This is an optimization exercise on Yosys and OpenROAD, whose aim is small area, not a production implementation.
The RTL was checked by simulation tests, not by an equivalence proof against the original design.
Power and IR drop assume default switching activity.

==> v1 <==
==> flow/design.v (excerpt) <==
module top_module(
    input wire clk_100MHz,
    input wire rst,
    input wire DOUT,
    input wire tare_button,
    input wire calib_button,
    output wire PD_SCK,
    output wire [7:0] SEG,
    output wire [7:0] AN,
    output wire TX
);
export LEC_CHECK = 0
export ABC_AREA = 1
export CAP_MARGIN = 20
export CORE_MARGIN = 2
export CORE_UTILIZATION = 45
export CTS_BUF_LIST = sky130_fd_sc_hd__clkbuf_16
export CTS_CLUSTER_DIAMETER = 100
export CTS_CLUSTER_SIZE = 30
export SLEW_MARGIN = 20
create_clock -name core_clock -period 400.0 [get_ports {clk_100MHz}]
standard.sh (not shown) runs the stock make flow with config.mk's settings and CLKGATE_MAP_FILE= SYNTH_SCRIPT=/design/flow/synth_recipe.tcl, a recipe that flattens the netlist after the stock synthesis.
==> flow/flow/run.sh <==
#!/bin/bash
# Layout flow: the standard synthesis, unchanged; then the combinational
# cells of its netlist are mapped again by ABC with an area-oriented mapper
# (flip-flops, full adders and tie cells are kept as they are, with
# their names); then the standard flow from floorplan to finish.
set -euo pipefail
R=$PWD/orfs/results/$FLOW_PLATFORM/top_module/base
L=$PWD/orfs/logs/$FLOW_PLATFORM/top_module/base
LIB=$FLOW_HOME/platforms/$FLOW_PLATFORM/lib/sky130_fd_sc_hd__tt_025C_1v80.lib
YOSYS=$FLOW_HOME/../tools/install/yosys/bin/yosys
[ -x "$YOSYS" ] || YOSYS=yosys

# 1. standard synthesis (writes 1_2_yosys.v)
bash standard.sh "$R/1_2_yosys.v" > std_synth.log 2>&1
cp "$R/1_2_yosys.v" "$R/1_2_yosys_std.v"

# 2. re-map the combinational logic
KEEP=$(grep -o 'sky130_fd_sc_hd__[a-z0-9_]*' "$R/1_2_yosys_std.v" | sort -u |
       grep -E '__(df|edf|sdf|dl|fa_|conb)' | tr '\n' ' ')
DU=$(grep -o -- '-dont_use [A-Za-z0-9_]*' "$L/1_2_yosys.log" | sort -u | tr '\n' ' ')
sed -e "s#@LIB@#$LIB#g" -e "s#@KEEP@#$KEEP#g" -e "s#@DU@#$DU#g" \
    -e "s#@IN@#$R/1_2_yosys_std.v#g" -e "s#@OUT@#$R/1_2_yosys.v#g" \
    -e "s#@ABC@#$PWD/flow/area.abc#g" flow/remap.ys > remap_run.ys
"$YOSYS" -l remap.log remap_run.ys > /dev/null 2>&1
sed -e "s#@LIB@#$LIB#g" -e "s#@OUT@#$R/1_2_yosys.v#g" flow/stat.ys > stat_run.ys
"$YOSYS" -l remap_stat.log stat_run.ys > /dev/null 2>&1

export CTS_ARGS="-sink_clustering_enable -repair_clock_nets -sink_clustering_size 30 -sink_clustering_max_diameter 100 -buf_list sky130_fd_sc_hd__clkbuf_16 -dont_use_dummy_load"
bash standard.sh > std_finish.log 2>&1
==> flow/flow/area.abc <==
strash
dch
amap
topo
==> flow/flow/remap.ys <==
# cells as their functions, except the ones kept as they are
read_liberty -ignore_miss_func @LIB@
read_verilog @IN@
hierarchy -top top_module
setattr -mod -set keep_hierarchy 1 @KEEP@
flatten top_module
opt_clean top_module
abc -script @ABC@ -liberty @LIB@ @DU@ top_module
opt_clean -purge top_module
hilomap -singleton -hicell sky130_fd_sc_hd__conb_1 HI -locell sky130_fd_sc_hd__conb_1 LO top_module
insbuf -buf sky130_fd_sc_hd__buf_4 A X top_module
opt_clean -purge top_module
select top_module
write_verilog -noattr -nohex -nodec -selected @OUT@
==> flow/flow/stat.ys <==
read_liberty -lib @LIB@
read_verilog @OUT@
hierarchy -top top_module
check -assert
stat -liberty @LIB@
==> inputs of v11, as changes to v1 <==
--- a/flow/design.v
+++ b/flow/design.v
@@ -30,14 +30,16 @@
             RAW_PEND <= 1'b1;
         end
         if (shift_now) pend_bit <= DOUT;
     end
     always @(posedge clk_100MHz) begin
         if (rst) begin
             state     <= IDLE;
+            bit_index <= 5'd0;
+            counter   <= 3'd0;
             PD_SCK    <= 1'b0;
         end else
         case (state)
             IDLE: begin
                 bit_index <= 5'd0;
                 counter   <= 3'd0;
                 PD_SCK    <= 1'b0;
@@ -73,16 +75,14 @@
     input  wire        rst,
     input  wire        rst_d,           
     input  wire [3:0]  T,
     input  wire        tare_button,
     input  wire        calib_button,
     input  wire        DATA_VALID,
     input  wire signed [23:0] RAW_VAL,
-    input  wire [23:0] new_cal,         
-    output reg  signed [23:0] last_raw_val,
     output reg  signed [23:0] TARE,
     output reg  signed [23:0] CALIBRATE_VAL
 );
     wire slow_en = (T == 4'd7);
     wire upd     = (T == 4'd12);
     reg t_dff0, t_dff1, t_dff2;
     reg c_dff0, c_dff1, c_dff2;
@@ -94,18 +94,30 @@
             {t_dff0, t_dff1, t_dff2} <= {tare_button, t_dff0, t_dff1};
             {c_dff0, c_dff1, c_dff2} <= {calib_button, c_dff0, c_dff1};
         end
     end
     wire tare_pulse  = upd & t_dff1 & ~t_dff2;
     wire calib_pulse = upd & c_dff1 & ~c_dff2;
     reg [2:0] dv_d;
+    reg signed [23:0] last_raw_val;
     always @(posedge clk_100MHz) begin
-        dv_d <= {dv_d[1:0], DATA_VALID};
+        if (rst) dv_d <= 3'b0;
+        else     dv_d <= {dv_d[1:0], DATA_VALID};
         if (dv_d[2] | rst_d) last_raw_val <= RAW_VAL;
     end
+    reg [23:0] new_cal;
+    reg c;
+    integer i;
+    always @* begin
+        c = 1'b1;
+        for (i = 0; i < 24; i = i + 1) begin
+            new_cal[i] = last_raw_val[i] ^ ~TARE[i] ^ c;
+            c = (last_raw_val[i] & ~TARE[i]) | (c & (last_raw_val[i] ^ ~TARE[i]));
+        end
+    end
     always @(posedge clk_100MHz) begin
         if (rst) begin
             TARE          <= 24'sd0;
             CALIBRATE_VAL <= 24'sd100000;
         end else begin
             if (tare_pulse) TARE <= last_raw_val;
             if (calib_pulse && new_cal != 24'd0) CALIBRATE_VAL <= new_cal;
@@ -114,16 +126,14 @@
 endmodule
 module output_calibrated_weight(
     input  wire clk,
     input  wire [1:0] phase,
     input  wire signed [23:0] TARE,
     input  wire signed [23:0] CALIBRATE_VAL,
     input  wire signed [23:0] RAW_VAL,
-    input  wire signed [23:0] LAST,
-    output wire [23:0] NEW_CAL,
     output wire [24:0] CALIBRATED_OUTPUT
 );
     function automatic [34:0] add35(input [34:0] a, input [34:0] b, input cin);
         reg c; integer i;
         begin
             c = cin;
             for (i = 0; i < 35; i = i + 1) begin
@@ -138,17 +148,15 @@
             c = cin;
             for (i = 0; i < 25; i = i + 1) begin
                 add25[i] = a[i] ^ b[i] ^ c;
                 c = (a[i] & b[i]) | (c & (a[i] ^ b[i]));
             end
         end
     endfunction
-    wire [23:0] minuend = (phase == 2'd0) ? LAST : RAW_VAL;
-    wire [34:0] d  = add35({{11{minuend[23]}}, minuend}, ~{{11{TARE[23]}}, TARE}, 1'b1);
-    assign NEW_CAL = d[23:0];
+    wire [34:0] d  = add35({{11{RAW_VAL[23]}}, RAW_VAL}, ~{{11{TARE[23]}}, TARE}, 1'b1);
     wire [34:0] d3 = add35({{10{d[24]}}, d[24:0]}, {{9{d[24]}}, d[24:0], 1'b0}, 1'b0);
     wire [34:0] d5 = add35({{10{d[24]}}, d[24:0]}, {{8{d[24]}}, d[24:0], 2'b0}, 1'b0);
     wire [34:0] e  = add35({d3[24:0], 10'b0}, {{4{d3[26]}}, d3[26:0], 4'b0}, 1'b0);
     wire [34:0] Np = add35(e, {{7{d5[27]}}, d5[27:0]}, 1'b0);
     wire        sN = Np[34];
     reg [34:0] absN;
     reg        ci;
@@ -156,24 +164,18 @@
     always @* begin
         ci = sN;
         for (i = 0; i < 35; i = i + 1) begin
             absN[i] = Np[i] ^ sN ^ ci;
             ci = ci & (Np[i] ^ sN);
         end
     end
-    reg        sN_q;
-    reg  [5:0] absN_lo;
-    always @(posedge clk) begin
-        sN_q    <= sN;
-        absN_lo <= absN[5:0];
-    end
     wire [39:0] X = {1'b0, absN, 4'b0};
     wire [9:0] xin = (phase == 2'd1) ? X[39:30] :
                      (phase == 2'd2) ? X[29:20] :
-                     (phase == 2'd3) ? X[19:10] : {absN_lo, 4'b0};
+                     (phase == 2'd3) ? X[19:10] : X[9:0];
     wire        sD   = CALIBRATE_VAL[23];
     wire [24:0] Dext = {sD, CALIBRATE_VAL};
     reg  [24:0] rem_q;    
     reg  [13:0] q_hi;     
     reg [24:0] r;
     reg [9:0]  qb;
     reg        sub;
@@ -183,16 +185,16 @@
         for (k = 9; k >= 0; k = k - 1) begin
             sub   = ~(r[24] ^ sD);
             qb[k] = sub;
             r = add25({r[23:0], xin[k]}, Dext ^ {25{sub}}, sub);
         end
     end
     wire        rneg = r[24];
-    wire        inc  = rneg & (sD ^ sN_q);
-    wire [23:0] y    = {q_hi, qb} ^ {24{sN_q}};
+    wire        inc  = rneg & (sD ^ sN);
+    wire [23:0] y    = {q_hi, qb} ^ {24{sN}};
     reg  [23:0] yi;
     reg         cy;
     integer m;
     always @* begin
         cy = inc;
         for (m = 0; m < 24; m = m + 1) begin
             yi[m] = y[m] ^ cy;
@@ -313,19 +315,20 @@
     reg [24:0] sr;      
     reg        fix;
     wire tick      = (T == 3'd0) & ~rst_d;
     wire start_bit = ~fs & (pc == 4'd2);
     wire data_bit  = ~fs & (pc >= 4'd3) & (pc <= 4'd10);
     wire byte_end  = (pc == 4'd12);
     always @(posedge clk_100MHz) begin
-        if (T == 3'd6) fix <= raw_pend;    
         if (rst) begin
             tx  <= 1'b1;
             fs  <= 1'b1;
+            fix <= 1'b0;
         end else begin
+            if (T == 3'd6) fix <= raw_pend;
             if (tick) begin
                 tx <= start_bit ? 1'b0 : data_bit ? sr[0] : 1'b1;
                 if (fs | byte_end) fs <= ~fs & (bc == 2'd3);
             end
         end
         if (tick) begin
             pc <= (fs | byte_end) ? 4'd1 : pc + 4'd1;
@@ -358,30 +361,28 @@
     end
     wire signed [23:0] RAW_VAL;
     wire        DATA_VALID;
     wire        RAW_PEND;
     wire signed [23:0] TARE;
     wire signed [23:0] CALIBRATE_VAL;
     wire [24:0] CALIBRATED_OUTPUT;
-    wire signed [23:0] LAST;
-    wire [23:0] NEW_CAL;
     hx711_data_module HX711(
         .clk_100MHz(clk_100MHz), .rst(rst), .phase(T[1:0]), .DOUT(DOUT),
         .PD_SCK(PD_SCK), .RAW_VAL(RAW_VAL), .DATA_VALID(DATA_VALID), .RAW_PEND(RAW_PEND)
     );
     get_tare_and_calibration GET_TARE_CAL(
         .clk_100MHz(clk_100MHz), .rst(rst), .rst_d(rst_d), .T(T[3:0]),
         .tare_button(tare_button), .calib_button(calib_button),
-        .DATA_VALID(DATA_VALID), .RAW_VAL(RAW_VAL), .new_cal(NEW_CAL),
-        .last_raw_val(LAST), .TARE(TARE), .CALIBRATE_VAL(CALIBRATE_VAL)
+        .DATA_VALID(DATA_VALID), .RAW_VAL(RAW_VAL),
+        .TARE(TARE), .CALIBRATE_VAL(CALIBRATE_VAL)
     );
     output_calibrated_weight CALC_WEIGHT(
         .clk(clk_100MHz), .phase(T[1:0]),
         .TARE(TARE), .CALIBRATE_VAL(CALIBRATE_VAL), .RAW_VAL(RAW_VAL),
-        .LAST(LAST), .NEW_CAL(NEW_CAL), .CALIBRATED_OUTPUT(CALIBRATED_OUTPUT)
+        .CALIBRATED_OUTPUT(CALIBRATED_OUTPUT)
     );
     signed_bcd_driver DISPLAY(
         .CLK(clk_100MHz), .RST(rst), .RST_D(rst_d), .T(T),
         .SIGNED_INT_DISPLAY(CALIBRATED_OUTPUT), .segment(SEG), .anode(AN)
     );
     UARTtx UART(
         .clk_100MHz(clk_100MHz), .rst(rst), .rst_d(rst_d), .T(T[2:0]),
==> flow/run.sh (new file) <==
#!/bin/bash
# synth_recipe.tcl (not shown) runs the flow's synth.tcl, then flattens the netlist and writes it again
# the make line also repeats each setting of config.mk as NAME=value (left out here)
make -C /OpenROAD-flow-scripts/flow DESIGN_CONFIG=/design/flow/config.mk WORK_HOME=/design/flow/orfs CLKGATE_MAP_FILE= SYNTH_SCRIPT=/design/flow/synth_recipe.tcl finish
CORE_UTILIZATION = 70   (was 45)
CTS_BUF_LIST = sky130_fd_sc_hd__clkbuf_8   (was sky130_fd_sc_hd__clkbuf_16)
CTS_CLUSTER_DIAMETER = 60   (was 100)
CTS_CLUSTER_SIZE = 16   (was 30)
PLACE_DENSITY = 0.8   (was unset)
removed: flow/flow/run.sh
removed: flow/flow/area.abc
removed: flow/flow/remap.ys
removed: flow/flow/stat.ys
removed: flow/standard.sh
==> inputs of v36, as changes to v1 <==
--- a/flow/design.v
+++ b/flow/design.v
@@ -30,14 +30,16 @@
             RAW_PEND <= 1'b1;
         end
         if (shift_now) pend_bit <= DOUT;
     end
     always @(posedge clk_100MHz) begin
         if (rst) begin
             state     <= IDLE;
+            bit_index <= 5'd0;
+            counter   <= 3'd0;
             PD_SCK    <= 1'b0;
         end else
         case (state)
             IDLE: begin
                 bit_index <= 5'd0;
                 counter   <= 3'd0;
                 PD_SCK    <= 1'b0;
@@ -73,16 +75,14 @@
     input  wire        rst,
     input  wire        rst_d,           
     input  wire [3:0]  T,
     input  wire        tare_button,
     input  wire        calib_button,
     input  wire        DATA_VALID,
     input  wire signed [23:0] RAW_VAL,
-    input  wire [23:0] new_cal,         
-    output reg  signed [23:0] last_raw_val,
     output reg  signed [23:0] TARE,
     output reg  signed [23:0] CALIBRATE_VAL
 );
     wire slow_en = (T == 4'd7);
     wire upd     = (T == 4'd12);
     reg t_dff0, t_dff1, t_dff2;
     reg c_dff0, c_dff1, c_dff2;
@@ -94,18 +94,30 @@
             {t_dff0, t_dff1, t_dff2} <= {tare_button, t_dff0, t_dff1};
             {c_dff0, c_dff1, c_dff2} <= {calib_button, c_dff0, c_dff1};
         end
     end
     wire tare_pulse  = upd & t_dff1 & ~t_dff2;
     wire calib_pulse = upd & c_dff1 & ~c_dff2;
     reg [2:0] dv_d;
+    reg signed [23:0] last_raw_val;
     always @(posedge clk_100MHz) begin
-        dv_d <= {dv_d[1:0], DATA_VALID};
+        if (rst) dv_d <= 3'b0;
+        else     dv_d <= {dv_d[1:0], DATA_VALID};
         if (dv_d[2] | rst_d) last_raw_val <= RAW_VAL;
     end
+    reg [23:0] new_cal;
+    reg c;
+    integer i;
+    always @* begin
+        c = 1'b1;
+        for (i = 0; i < 24; i = i + 1) begin
+            new_cal[i] = last_raw_val[i] ^ ~TARE[i] ^ c;
+            c = (last_raw_val[i] & ~TARE[i]) | (c & (last_raw_val[i] ^ ~TARE[i]));
+        end
+    end
     always @(posedge clk_100MHz) begin
         if (rst) begin
             TARE          <= 24'sd0;
             CALIBRATE_VAL <= 24'sd100000;
         end else begin
             if (tare_pulse) TARE <= last_raw_val;
             if (calib_pulse && new_cal != 24'd0) CALIBRATE_VAL <= new_cal;
@@ -114,16 +126,14 @@
 endmodule
 module output_calibrated_weight(
     input  wire clk,
     input  wire [1:0] phase,
     input  wire signed [23:0] TARE,
     input  wire signed [23:0] CALIBRATE_VAL,
     input  wire signed [23:0] RAW_VAL,
-    input  wire signed [23:0] LAST,
-    output wire [23:0] NEW_CAL,
     output wire [24:0] CALIBRATED_OUTPUT
 );
     function automatic [34:0] add35(input [34:0] a, input [34:0] b, input cin);
         reg c; integer i;
         begin
             c = cin;
             for (i = 0; i < 35; i = i + 1) begin
@@ -138,17 +148,15 @@
             c = cin;
             for (i = 0; i < 25; i = i + 1) begin
                 add25[i] = a[i] ^ b[i] ^ c;
                 c = (a[i] & b[i]) | (c & (a[i] ^ b[i]));
             end
         end
     endfunction
-    wire [23:0] minuend = (phase == 2'd0) ? LAST : RAW_VAL;
-    wire [34:0] d  = add35({{11{minuend[23]}}, minuend}, ~{{11{TARE[23]}}, TARE}, 1'b1);
-    assign NEW_CAL = d[23:0];
+    wire [34:0] d  = add35({{11{RAW_VAL[23]}}, RAW_VAL}, ~{{11{TARE[23]}}, TARE}, 1'b1);
     wire [34:0] d3 = add35({{10{d[24]}}, d[24:0]}, {{9{d[24]}}, d[24:0], 1'b0}, 1'b0);
     wire [34:0] d5 = add35({{10{d[24]}}, d[24:0]}, {{8{d[24]}}, d[24:0], 2'b0}, 1'b0);
     wire [34:0] e  = add35({d3[24:0], 10'b0}, {{4{d3[26]}}, d3[26:0], 4'b0}, 1'b0);
     wire [34:0] Np = add35(e, {{7{d5[27]}}, d5[27:0]}, 1'b0);
     wire        sN = Np[34];
     reg [34:0] absN;
     reg        ci;
@@ -156,24 +164,18 @@
     always @* begin
         ci = sN;
         for (i = 0; i < 35; i = i + 1) begin
             absN[i] = Np[i] ^ sN ^ ci;
             ci = ci & (Np[i] ^ sN);
         end
     end
-    reg        sN_q;
-    reg  [5:0] absN_lo;
-    always @(posedge clk) begin
-        sN_q    <= sN;
-        absN_lo <= absN[5:0];
-    end
     wire [39:0] X = {1'b0, absN, 4'b0};
     wire [9:0] xin = (phase == 2'd1) ? X[39:30] :
                      (phase == 2'd2) ? X[29:20] :
-                     (phase == 2'd3) ? X[19:10] : {absN_lo, 4'b0};
+                     (phase == 2'd3) ? X[19:10] : X[9:0];
     wire        sD   = CALIBRATE_VAL[23];
     wire [24:0] Dext = {sD, CALIBRATE_VAL};
     reg  [24:0] rem_q;    
     reg  [13:0] q_hi;     
     reg [24:0] r;
     reg [9:0]  qb;
     reg        sub;
@@ -183,16 +185,16 @@
         for (k = 9; k >= 0; k = k - 1) begin
             sub   = ~(r[24] ^ sD);
             qb[k] = sub;
             r = add25({r[23:0], xin[k]}, Dext ^ {25{sub}}, sub);
         end
     end
     wire        rneg = r[24];
-    wire        inc  = rneg & (sD ^ sN_q);
-    wire [23:0] y    = {q_hi, qb} ^ {24{sN_q}};
+    wire        inc  = rneg & (sD ^ sN);
+    wire [23:0] y    = {q_hi, qb} ^ {24{sN}};
     reg  [23:0] yi;
     reg         cy;
     integer m;
     always @* begin
         cy = inc;
         for (m = 0; m < 24; m = m + 1) begin
             yi[m] = y[m] ^ cy;
@@ -313,19 +315,20 @@
     reg [24:0] sr;      
     reg        fix;
     wire tick      = (T == 3'd0) & ~rst_d;
     wire start_bit = ~fs & (pc == 4'd2);
     wire data_bit  = ~fs & (pc >= 4'd3) & (pc <= 4'd10);
     wire byte_end  = (pc == 4'd12);
     always @(posedge clk_100MHz) begin
-        if (T == 3'd6) fix <= raw_pend;    
         if (rst) begin
             tx  <= 1'b1;
             fs  <= 1'b1;
+            fix <= 1'b0;
         end else begin
+            if (T == 3'd6) fix <= raw_pend;
             if (tick) begin
                 tx <= start_bit ? 1'b0 : data_bit ? sr[0] : 1'b1;
                 if (fs | byte_end) fs <= ~fs & (bc == 2'd3);
             end
         end
         if (tick) begin
             pc <= (fs | byte_end) ? 4'd1 : pc + 4'd1;
@@ -358,30 +361,28 @@
     end
     wire signed [23:0] RAW_VAL;
     wire        DATA_VALID;
     wire        RAW_PEND;
     wire signed [23:0] TARE;
     wire signed [23:0] CALIBRATE_VAL;
     wire [24:0] CALIBRATED_OUTPUT;
-    wire signed [23:0] LAST;
-    wire [23:0] NEW_CAL;
     hx711_data_module HX711(
         .clk_100MHz(clk_100MHz), .rst(rst), .phase(T[1:0]), .DOUT(DOUT),
         .PD_SCK(PD_SCK), .RAW_VAL(RAW_VAL), .DATA_VALID(DATA_VALID), .RAW_PEND(RAW_PEND)
     );
     get_tare_and_calibration GET_TARE_CAL(
         .clk_100MHz(clk_100MHz), .rst(rst), .rst_d(rst_d), .T(T[3:0]),
         .tare_button(tare_button), .calib_button(calib_button),
-        .DATA_VALID(DATA_VALID), .RAW_VAL(RAW_VAL), .new_cal(NEW_CAL),
-        .last_raw_val(LAST), .TARE(TARE), .CALIBRATE_VAL(CALIBRATE_VAL)
+        .DATA_VALID(DATA_VALID), .RAW_VAL(RAW_VAL),
+        .TARE(TARE), .CALIBRATE_VAL(CALIBRATE_VAL)
     );
     output_calibrated_weight CALC_WEIGHT(
         .clk(clk_100MHz), .phase(T[1:0]),
         .TARE(TARE), .CALIBRATE_VAL(CALIBRATE_VAL), .RAW_VAL(RAW_VAL),
-        .LAST(LAST), .NEW_CAL(NEW_CAL), .CALIBRATED_OUTPUT(CALIBRATED_OUTPUT)
+        .CALIBRATED_OUTPUT(CALIBRATED_OUTPUT)
     );
     signed_bcd_driver DISPLAY(
         .CLK(clk_100MHz), .RST(rst), .RST_D(rst_d), .T(T),
         .SIGNED_INT_DISPLAY(CALIBRATED_OUTPUT), .segment(SEG), .anode(AN)
     );
     UARTtx UART(
         .clk_100MHz(clk_100MHz), .rst(rst), .rst_d(rst_d), .T(T[2:0]),
==> flow/run.sh (new file) <==
#!/bin/bash
# synth_recipe.tcl (not shown) runs the flow's synth.tcl, then flattens the netlist and writes it again
# the make line also repeats each setting of config.mk as NAME=value (left out here)
make -C /OpenROAD-flow-scripts/flow DESIGN_CONFIG=/design/flow/config.mk WORK_HOME=/design/flow/orfs CLKGATE_MAP_FILE= SYNTH_SCRIPT=/design/flow/synth_recipe.tcl finish
removed: flow/flow/run.sh
removed: flow/flow/area.abc
removed: flow/flow/remap.ys
removed: flow/flow/stat.ys
removed: flow/standard.sh
==> comparison <==
- Fmax: v11 is larger than v1 (1.2%).
- Routed wire length, lowest first: v11, v36, v1.
- Of v36 and v11, v11 has the higher first-iteration DRC count (gap about 30%, measured against v11).
- Critical path depth: v36 is higher than v11 (6).
- Of v36 and v11, v11 has the higher non-clock buffer count (gap 3).
- Combinational power, lowest first: v1, v36, v11.
- Clock skew: v36 is lower than v11 (0.0011 ns).
- Area after synthesis: v1 is smaller than v11 (about 12%).
- Flip-flop and latch count: v36 is lower than v1 (7).

static timing again, ports no longer ideal:
No port has a modelled driver above. Below, the same layouts with a new extraction and two added sets of constraints.
Step 1, drivers: a clkbuf_16 drives clk_100MHz and a buf_2 each remaining input, both assumed.
Step 2 moves the port delays by t, midway between the first and last clock arrival at a register: inputs arrive t later, outputs are due t later. That takes back most of the time a late clock gives input paths.
a / b / c = no drivers / after step 1 / after step 2; a / b = the first two.
run | t (ns) | slack for setup (ns) | hold WS [ns] | worst setup path at the end
v1 | 0.546 | 239.043 / 239.043 / 239.043 | 0.339 / 0.339 / 0.339 | register to register
v11 | 0.671 | 241.023 / 241.023 / 241.023 | 0.366 / 0.366 / 0.366 | register to register
v36 | 0.576 | 241.094 / 241.094 / 241.094 | 0.372 / 0.372 / 0.372 | register to register
After both steps setup and hold are still met in every run listed.
